Context: an optimization exercise on an open-source flow, tuned for small area, a short achievable clock period and few clock cycles per item. The choices shown serve that exercise and are no tape-out recipe. Function was checked by simulation only, so behaviour that the tests miss may differ from the original.

===== flow/config.mk =====
export PLATFORM = sky130hd
export DESIGN_NAME = lab08_md5
export DESIGN_NICKNAME = lab08_md5
export VERILOG_FILES = /design/flow/design.v
export SDC_FILE = /design/flow/constraint.sdc
export NUM_CORES = 4
export LEC_CHECK = 0
export ABC_AREA = 1
export CAP_MARGIN = 20
export CORE_MARGIN = 2
export CORE_UTILIZATION = 40
export SLEW_MARGIN = 20

===== flow/constraint.sdc =====
create_clock -name core_clock -period 11.0 [get_ports {clk}]
set_input_delay 2.2000 -clock core_clock [delete_from_list [all_inputs] [get_ports {clk}]]
set_output_delay 2.2000 -clock core_clock [all_outputs]
set_load 0.01 [all_outputs]

===== flow/design.v =====
`timescale 1ns / 1ps
module lab08_md5(
  input            clk,
  input            reset_n,
  input            start,
  input  [63:0]    msg_in,
  output           ready,
  output           done,
  output [127:0]   digest
);
function [31:0] bswap(input [31:0] x);
  bswap = {x[7:0], x[15:8], x[23:16], x[31:24]};
endfunction
function [31:0] rotr4(input [31:0] x);
  rotr4 = {x[3:0], x[31:4]};
endfunction
reg         ph;                  
reg         ap;                  
reg  [1:0]  pend;                
reg         rdy;
reg  [31:0] w0a, w1a, w0b, w1b;    
reg  [31:0] q, b, c, d;          
reg  [6:0]  im;
reg  [3:0]  fs;                  
reg  [1:0]  dl;                  
reg         dn;
reg  [31:0] u, bm, cm, dm;       
reg  [6:0]  ix;
reg  [1:0]  bs;                  
reg         fin;
reg         go;                  
reg  [31:0] kr;                  
reg  [3:0]  ws;                  
wire acc = start & rdy;
assign ready = rdy;
assign done  = dn;
assign digest = {bswap(rotr4(d)), bswap(q), bswap(rotr4(b)), bswap(rotr4(c))};
wire [31:0] f = ({32{fs[0]}} & (d ^ (b & (c ^ d)))) |
                ({32{fs[1]}} & (c ^ (d & (b ^ c)))) |
                ({32{fs[2]}} & (b ^ c ^ d)) |
                ({32{fs[3]}} & (c ^ (b | ~d)));
wire [31:0] t = q + f;
reg  [31:0] t1;
always @(*) begin
  case (dl)
    2'd0: t1 = t;
    2'd1: t1 = {t[30:0], t[31]};
    2'd2: t1 = {t[29:0], t[31:30]};
    default: t1 = {t[28:0], t[31:29]};
  endcase
end
reg  [31:0] r;
always @(*) begin
  case (bs)
    2'd0: r = {u[27:0], u[31:28]};
    2'd1: r = {u[22:0], u[31:23]};
    2'd2: r = {u[17:0], u[31:18]};
    default: r = {u[11:0], u[31:12]};
  endcase
end
wire [31:0] bn = (fin ? 32'h0 : bm) + r;
wire [31:0] wn = ({32{ws[0]}} & w0a) | ({32{ws[1]}} & w1a) |
                 ({32{ws[2]}} & w0b) | ({32{ws[3]}} & w1b);
wire [31:0] qn = (go ? 32'h0 : dm) + kr + wn;
always @(posedge clk) begin
  u  <= t1;
  bm <= b;
  cm <= c;
  dm <= d;
  q  <= qn;
  b  <= go ? 32'hefcdab89 : bn;
  c  <= go ? 32'h98badcfe : bm;
  d  <= go ? 32'h10325476 : cm;
end
wire [6:0] i_nx = go ? 7'd0 : (ix == 7'd66 || ix == 7'd127) ? 7'd127 : ix + 7'd1;
wire [6:0] n1   = im + 7'd1;       
reg [1:0] dl_nx;
always @(*) begin
  case ({i_nx[5:4], i_nx[1:0]})
    4'd0: dl_nx = 2'd3; 4'd1: dl_nx = 2'd3; 4'd2: dl_nx = 2'd3; 4'd3: dl_nx = 2'd2;
    4'd4: dl_nx = 2'd1; 4'd5: dl_nx = 2'd0; 4'd6: dl_nx = 2'd0; 4'd7: dl_nx = 2'd0;
    4'd8: dl_nx = 2'd0; 4'd9: dl_nx = 2'd2; 4'd10: dl_nx = 2'd2; 4'd11: dl_nx = 2'd3;
    4'd12: dl_nx = 2'd2; 4'd13: dl_nx = 2'd1; 4'd14: dl_nx = 2'd1; default: dl_nx = 2'd1;
  endcase
  if (i_nx[6]) dl_nx = 2'd0;
end
reg [31:0] k_nx;
always @(*) begin
  case (n1)
      7'd0: k_nx = 32'h3eafc779;
      7'd1: k_nx = 32'he8c7b756;
      7'd2: k_nx = 32'h2420715b;
      7'd3: k_nx = 32'hc1bdceee;
      7'd4: k_nx = 32'hf57c0faf;
      7'd5: k_nx = 32'h4787c62a;
      7'd6: k_nx = 32'ha8304613;
      7'd7: k_nx = 32'hfd469501;
      7'd8: k_nx = 32'h698098d8;
      7'd9: k_nx = 32'h8b44f7af;
      7'd10: k_nx = 32'hffff5bb1;
      7'd11: k_nx = 32'h895cd7be;
      7'd12: k_nx = 32'h6b901122;
      7'd13: k_nx = 32'hfd987193;
      7'd14: k_nx = 32'ha67943ce;
      7'd15: k_nx = 32'h49b40821;
      7'd16: k_nx = 32'hf61e2562;
      7'd17: k_nx = 32'hc040b340;
      7'd18: k_nx = 32'h265e5a51;
      7'd19: k_nx = 32'he9b6c7aa;
      7'd20: k_nx = 32'hd62f105d;
      7'd21: k_nx = 32'h02441453;
      7'd22: k_nx = 32'hd8a1e681;
      7'd23: k_nx = 32'he7d3fbc8;
      7'd24: k_nx = 32'h21e1cde6;
      7'd25: k_nx = 32'hc3370816;
      7'd26: k_nx = 32'hf4d50d87;
      7'd27: k_nx = 32'h455a14ed;
      7'd28: k_nx = 32'ha9e3e905;
      7'd29: k_nx = 32'hfcefa478;
      7'd30: k_nx = 32'h676f02d9;
      7'd31: k_nx = 32'h8d2a4c8a;
      7'd32: k_nx = 32'hfffa3942;
      7'd33: k_nx = 32'h8771f681;
      7'd34: k_nx = 32'h6d9d6122;
      7'd35: k_nx = 32'hfde5384c;
      7'd36: k_nx = 32'ha4beea44;
      7'd37: k_nx = 32'h4bdecfa9;
      7'd38: k_nx = 32'hf6bb4b60;
      7'd39: k_nx = 32'hbebfbc70;
      7'd40: k_nx = 32'h289b7ec6;
      7'd41: k_nx = 32'heaa127fa;
      7'd42: k_nx = 32'hd4ef3085;
      7'd43: k_nx = 32'h04881d05;
      7'd44: k_nx = 32'hd9d4d039;
      7'd45: k_nx = 32'he6db99e5;
      7'd46: k_nx = 32'h1fa27cf8;
      7'd47: k_nx = 32'hc4ac56e5;
      7'd48: k_nx = 32'hf4292244;
      7'd49: k_nx = 32'h432aff97;
      7'd50: k_nx = 32'hab9423e7;
      7'd51: k_nx = 32'hfc93a039;
      7'd52: k_nx = 32'h655b59c3;
      7'd53: k_nx = 32'h8f0ccc92;
      7'd54: k_nx = 32'hffeff47d;
      7'd55: k_nx = 32'h85845dd1;
      7'd56: k_nx = 32'h6fa87e4f;
      7'd57: k_nx = 32'hfe2ce6e0;
      7'd58: k_nx = 32'ha3014314;
      7'd59: k_nx = 32'h4e0811a1;
      7'd60: k_nx = 32'hf7537e82;
      7'd61: k_nx = 32'hbd3af235;
      7'd62: k_nx = 32'h2ad7d33b;
      7'd63: k_nx = 32'heb86d391;
      7'd64: k_nx = 32'h67452301;
      7'd65: k_nx = 32'h10325476;
      7'd66: k_nx = 32'h98badcfe;
      7'd67: k_nx = 32'hefcdab89;
    default: k_nx = 32'h0;
  endcase
end
reg [3:0] g1;
always @(*) begin
  case (n1[5:4])
    2'd0: g1 = n1[3:0];
    2'd1: g1 = n1[3:0] * 4'd5 + 4'd1;
    2'd2: g1 = n1[3:0] * 4'd3 + 4'd5;
    default: g1 = n1[3:0] * 4'd7;
  endcase
end
wire w0sel = ~n1[6] & (g1 == 4'd0);
wire w1sel = ~n1[6] & (g1 == 4'd1);
wire [1:0] pend_nx;
assign pend_nx[0] = (acc & ~ap) | (pend[0] & ~(go &  ph));
assign pend_nx[1] = (acc &  ap) | (pend[1] & ~(go & ~ph));
wire       ap_nx  = ap ^ acc;
wire [6:0] step_ap = (ap_nx == ~ph) ? i_nx : im;
wire       rdy_nx  = ~pend_nx[ap_nx] & (step_ap >= 7'd55);
always @(posedge clk) begin
  if (~reset_n) begin
    ph   <= 1'b0;
    ap   <= 1'b0;
    pend <= 2'b00;
    rdy  <= 1'b1;
    im   <= 7'd127;
    ix   <= 7'd127;
    go   <= 1'b0;
    dn   <= 1'b0;
  end else begin
    ph   <= ~ph;
    ap   <= ap_nx;
    pend <= pend_nx;
    rdy  <= rdy_nx;
    im   <= i_nx;
    ix   <= im;
    go   <= (im == 7'd127) & pend_nx[ph];
    dn   <= (ix == 7'd66);
  end
end
always @(posedge clk) begin
  fs  <= i_nx[6] ? 4'b0000 : (4'b0001 << i_nx[5:4]);
  dl  <= dl_nx;
  bs  <= im[6] ? 2'd0 : im[1:0];
  fin <= im[6];
  kr  <= k_nx;
  ws  <= ph ? {w1sel, w0sel, 2'b00} : {2'b00, w1sel, w0sel};
end
always @(posedge clk) begin
  if (acc & ~ap) begin
    w0a <= bswap(msg_in[63:32]);
    w1a <= bswap(msg_in[31:0]);
  end
  if (acc & ap) begin
    w0b <= bswap(msg_in[63:32]);
    w1b <= bswap(msg_in[31:0]);
  end
end
endmodule

===== flow/flow/run.sh =====
#!/bin/bash
set -euo pipefail
bash standard.sh SETUP_SLACK_MARGIN=7.7 "BUFFER_PORTS_ARGS=-buffer_cell sky130_fd_sc_hd__buf_1" finish > flow_make.log 2>&1

===== flow/standard.sh =====
#!/bin/bash
# synth_recipe.tcl (not shown) runs the flow's synth.tcl, then flattens the netlist and writes it again
# the make line also repeats each setting of config.mk as NAME=value (left out here)
make -C /OpenROAD-flow-scripts/flow DESIGN_CONFIG=/design/flow/config.mk WORK_HOME=/design/flow/orfs CLKGATE_MAP_FILE= SYNTH_SCRIPT=/design/flow/synth_recipe.tcl "${@:-finish}"

==> flow_summary_export.csv <==
group,metric,value,unit
clocking,insertion_delay,0.61,ns
floorplanning,io-pin-count,197,
global_routing,grt_max_degree,66,
setup_path,path_class,"flop to output port",
logic_synthesis,syn-cell-area,26500,sq um
sta,slew_viol_final,0,
detailed_routing,vias,26200,
logic_synthesis,synth.net_count,3822,
cells_and_area,fin_util,49.2,%
sta,clock_skew,0.0293,ns
sta,hold_viol,0,
clocking,hold_buffers,0,
sta,setup-tns-final,0,ns
sta,finalWorstSetupSlack,7.60,ns
setup_path,crit_buf_inv,1,
floorplanning,chipHeight,261,um
cells_and_area,nFillCells,6472,
global_routing,overflow,0,
hold_path,min_path_type,"flop to flop",
logic_synthesis,ys_top_cells_by_area,"dfxtp_1 (24%), edfxtp_1 (15%), nand2_1 (12%), inv_1 (7.6%), ha_1 (5.8%)",
setup_path,slowest_delay,0.45,ns
logic_synthesis,synth_ff_type,"dfxtp_1",
placement,routabilityCongestion,1.06,
outcome,status,"finished clean",
setup_path,cp_max_fo,4,
sta,worstMarginPinSlew,1.09,ns
run,max-cap-violations,0,
detailed_routing,drt_wl_total,101000,um
global_routing,track_usage,28.5,%
sta,finalSetupViolations,0,
logic_synthesis,syn_area_per_cell,7.35,sq um
detailed_routing,drt_iter0_drc,2721,
clocking,cts_tree,"done",
sta,rsz0062_at_grt,"yes",
detailed_routing,dr.pass1.iters,8,
clocking,clock_path_buffers,3,
sta,slew_headroom,27.1,%
sta,period_minus_slack,3.40,ns
cells_and_area,layout.cells.most_common_list,"nand2_1 (831), inv_1 (533), nor2_1 (337)",
setup_path,cp_slowest_cell,"dfxtp_4",
floorplanning,dieWidth,261,um
floorplanning,rows,94,
detailed_routing,drc,0,
setup_path,arrival,1.20,ns
logic_synthesis,async_reset_ff_share,0,%
logic_synthesis,synth-seq-cells,450,
clocking,cts-root-buf,"clkbuf_16",
cells_and_area,diodes,0,
setup_path,critical-path-top-delay-family,"flip-flops",
setup_path,crit_chain,"buf_6",
cells_and_area,area_growth,22.1,%
floorplanning,core-area,65600,sq um
clocking,cts_max_level,2,
clocking,clk_pin_slew,0.06,ns
sta,min_period_over_period,30.9,%
detailed_routing,via_per_inst,5.48,
floorplanning,initial_core_util,40.3,%
cells_and_area,layout.nets,4103,
global_routing,antenna_found_initial,3,
setup_path,critPathCaptureType,"output port",
placement,io_buffers,196,
clocking,cts_buffers,51,
cells_and_area,drive_above_1_share,15.7,%
floorplanning,dieArea,68200,sq um
logic_synthesis,ys_warn_count,1,
logic_synthesis,synthesis.instances,3599,
placement,dp_slack,7.07,ns
setup_path,cp-start-kind,"flop",
logic_synthesis,yosys.area.top_type,"dfxtp_1",
global_routing,grt_pass1_wl,148000,um
logic_synthesis,yosysUniqueCellTypes,54,
placement,dp_hpwl,73900,um
sta,timing.fmax,295,MHz
sta,holdWs,0.385,ns
global_routing,grt_pass1_vias,24700,
logic_synthesis,yosysSeqAreaShare,38.9,%
setup_path,worstPathRequired,8.80,ns
logic_synthesis,synth_edf_count,128,
clocking,cts_sinks,450,
detailed_routing,routedWlPerCell,21.0,um
cells_and_area,final_common_cell,"nand2_1",
logic_synthesis,synth_top_area_share,24.4,%
detailed_routing,ant_nets,0,
-- cells in the mapped netlist (all sizes together) (42+ instances only) --
cell,instances
a21o,42
dfxtp,322
clkbuf,70
nor2,346
ha,122
nand4,55
nand2,848
edfxtp,128
o21ai,290
nor3,46
a21oi,182
nand3,212
inv,542
o211ai,45
-- per-stage QoR --
stage               std cells  instance area (sq um)
global route             4785                  32300
finish                   4785                  32300
global placement         4570                  28000
floorplan                3599                  26500
detailed placement       4570                  28000
CTS                      4772                  31700
-- cells by family after synthesis --
logic type,Yosys count,synth area share [%]
adder cells (fa/ha/maj),156,8.34
XOR/XNOR,44,1.46
AND/OR/NAND/NOR,1546,24.4
AO/OA/AOI/OAI,750,17.2
flip-flops,450,38.9
buffers and inverters,653,9.69
-- flip-flops by register name (all words and copies together) (netlist names), 4 cells and up --
name / count
fs: 4
kr: 32
u: 32
d: 32
ix: 7
bm: 32
im: 7
b: 32
c: 32
w0a: 32
ws: 4
w1b: 32
w1a: 32
w0b: 32
q: 32
dm: 32
cm: 32
-- worst paths after layout --
check / startpoint / endpoint / slack (ns) / cells after the start
worst min register to register: cm[29]$_DFF_P_ / d[29]$_SDFF_PP0_ / 0.38 / 2
worst min-delay path: cm[29]$_DFF_P_ / d[29]$_SDFF_PP0_ / 0.38 / 2
worst max register to register: ws[0]$_SDFF_PP0_ / q[26]$_DFF_P_ / 7.73 / 14
worst max-delay path: d[10]$_SDFF_PP1_ / digest[126] / 7.60 / 1
-- timing repair --
item	in CTS	in global routing
setup buffers	106	11
setup endpoints to repair	233	155
gates cloned	2	2
resized for setup	522	86
pin swaps	5	12
-- area by class of cell --
class                      count  area (sq um)  share of cell area [%]
multi-input combinational   2497         14100                    43.6
inverter                     548          2080                    6.45
timing repair inverter         1          7.51                  0.0232
tap                          864          1080                    3.34
timing repair buffer         331          2580                    8.00
clock inverter                30           320                   0.991
clock buffer                  64          1380                    4.25
sequential                   450         10800                    33.3
-- layer usage --
metal / part of all wire (%) / vias up / track usage (%) / wire length (um)
li1: - / 12500 / - / -
met1: 42 / 12300 / 37.9 / 42100
met2: 45 / 1114 / 45.4 / 45500
met3: 8.1 / 252 / 4.83 / 8170
met4: 4.7 / 4 / 13.1 / 4770
met5: 0.030 / - / 0 / 30
Testbench counts, summed over its fixed seeds: cycles 13,072, hashes 192.

separate check: timing with driven ports:
The results above use ideal ports. As a check the final layout listed here was re-extracted and re-timed, cells and wires unchanged.
Step 1 assumes that a clkbuf_16 drives the clock port and a buf_2 every other input.
Step 2 adds t to the input delays and takes it off the output delays; t is the mean of the earliest and latest rising clock arrival at the registers after step 1. Input paths then give back, and output paths get back, about the clock's delay inside the block.
Three values: ideal, step 1, step 2; two values: the first two.
t, ns: 0.655
setup slack, ns: 7.605 / 7.544 / 7.270
hold WS [ns]: 0.385 / 0.385 / 0.385
worst slew at a driven data input, ns: 0.06
pins driven straight from the clock port: 1
After both steps this run still meets setup and hold. For this run, drivers alone change the setup slack by -0.061 ns; drivers and shift together by -0.335 ns.
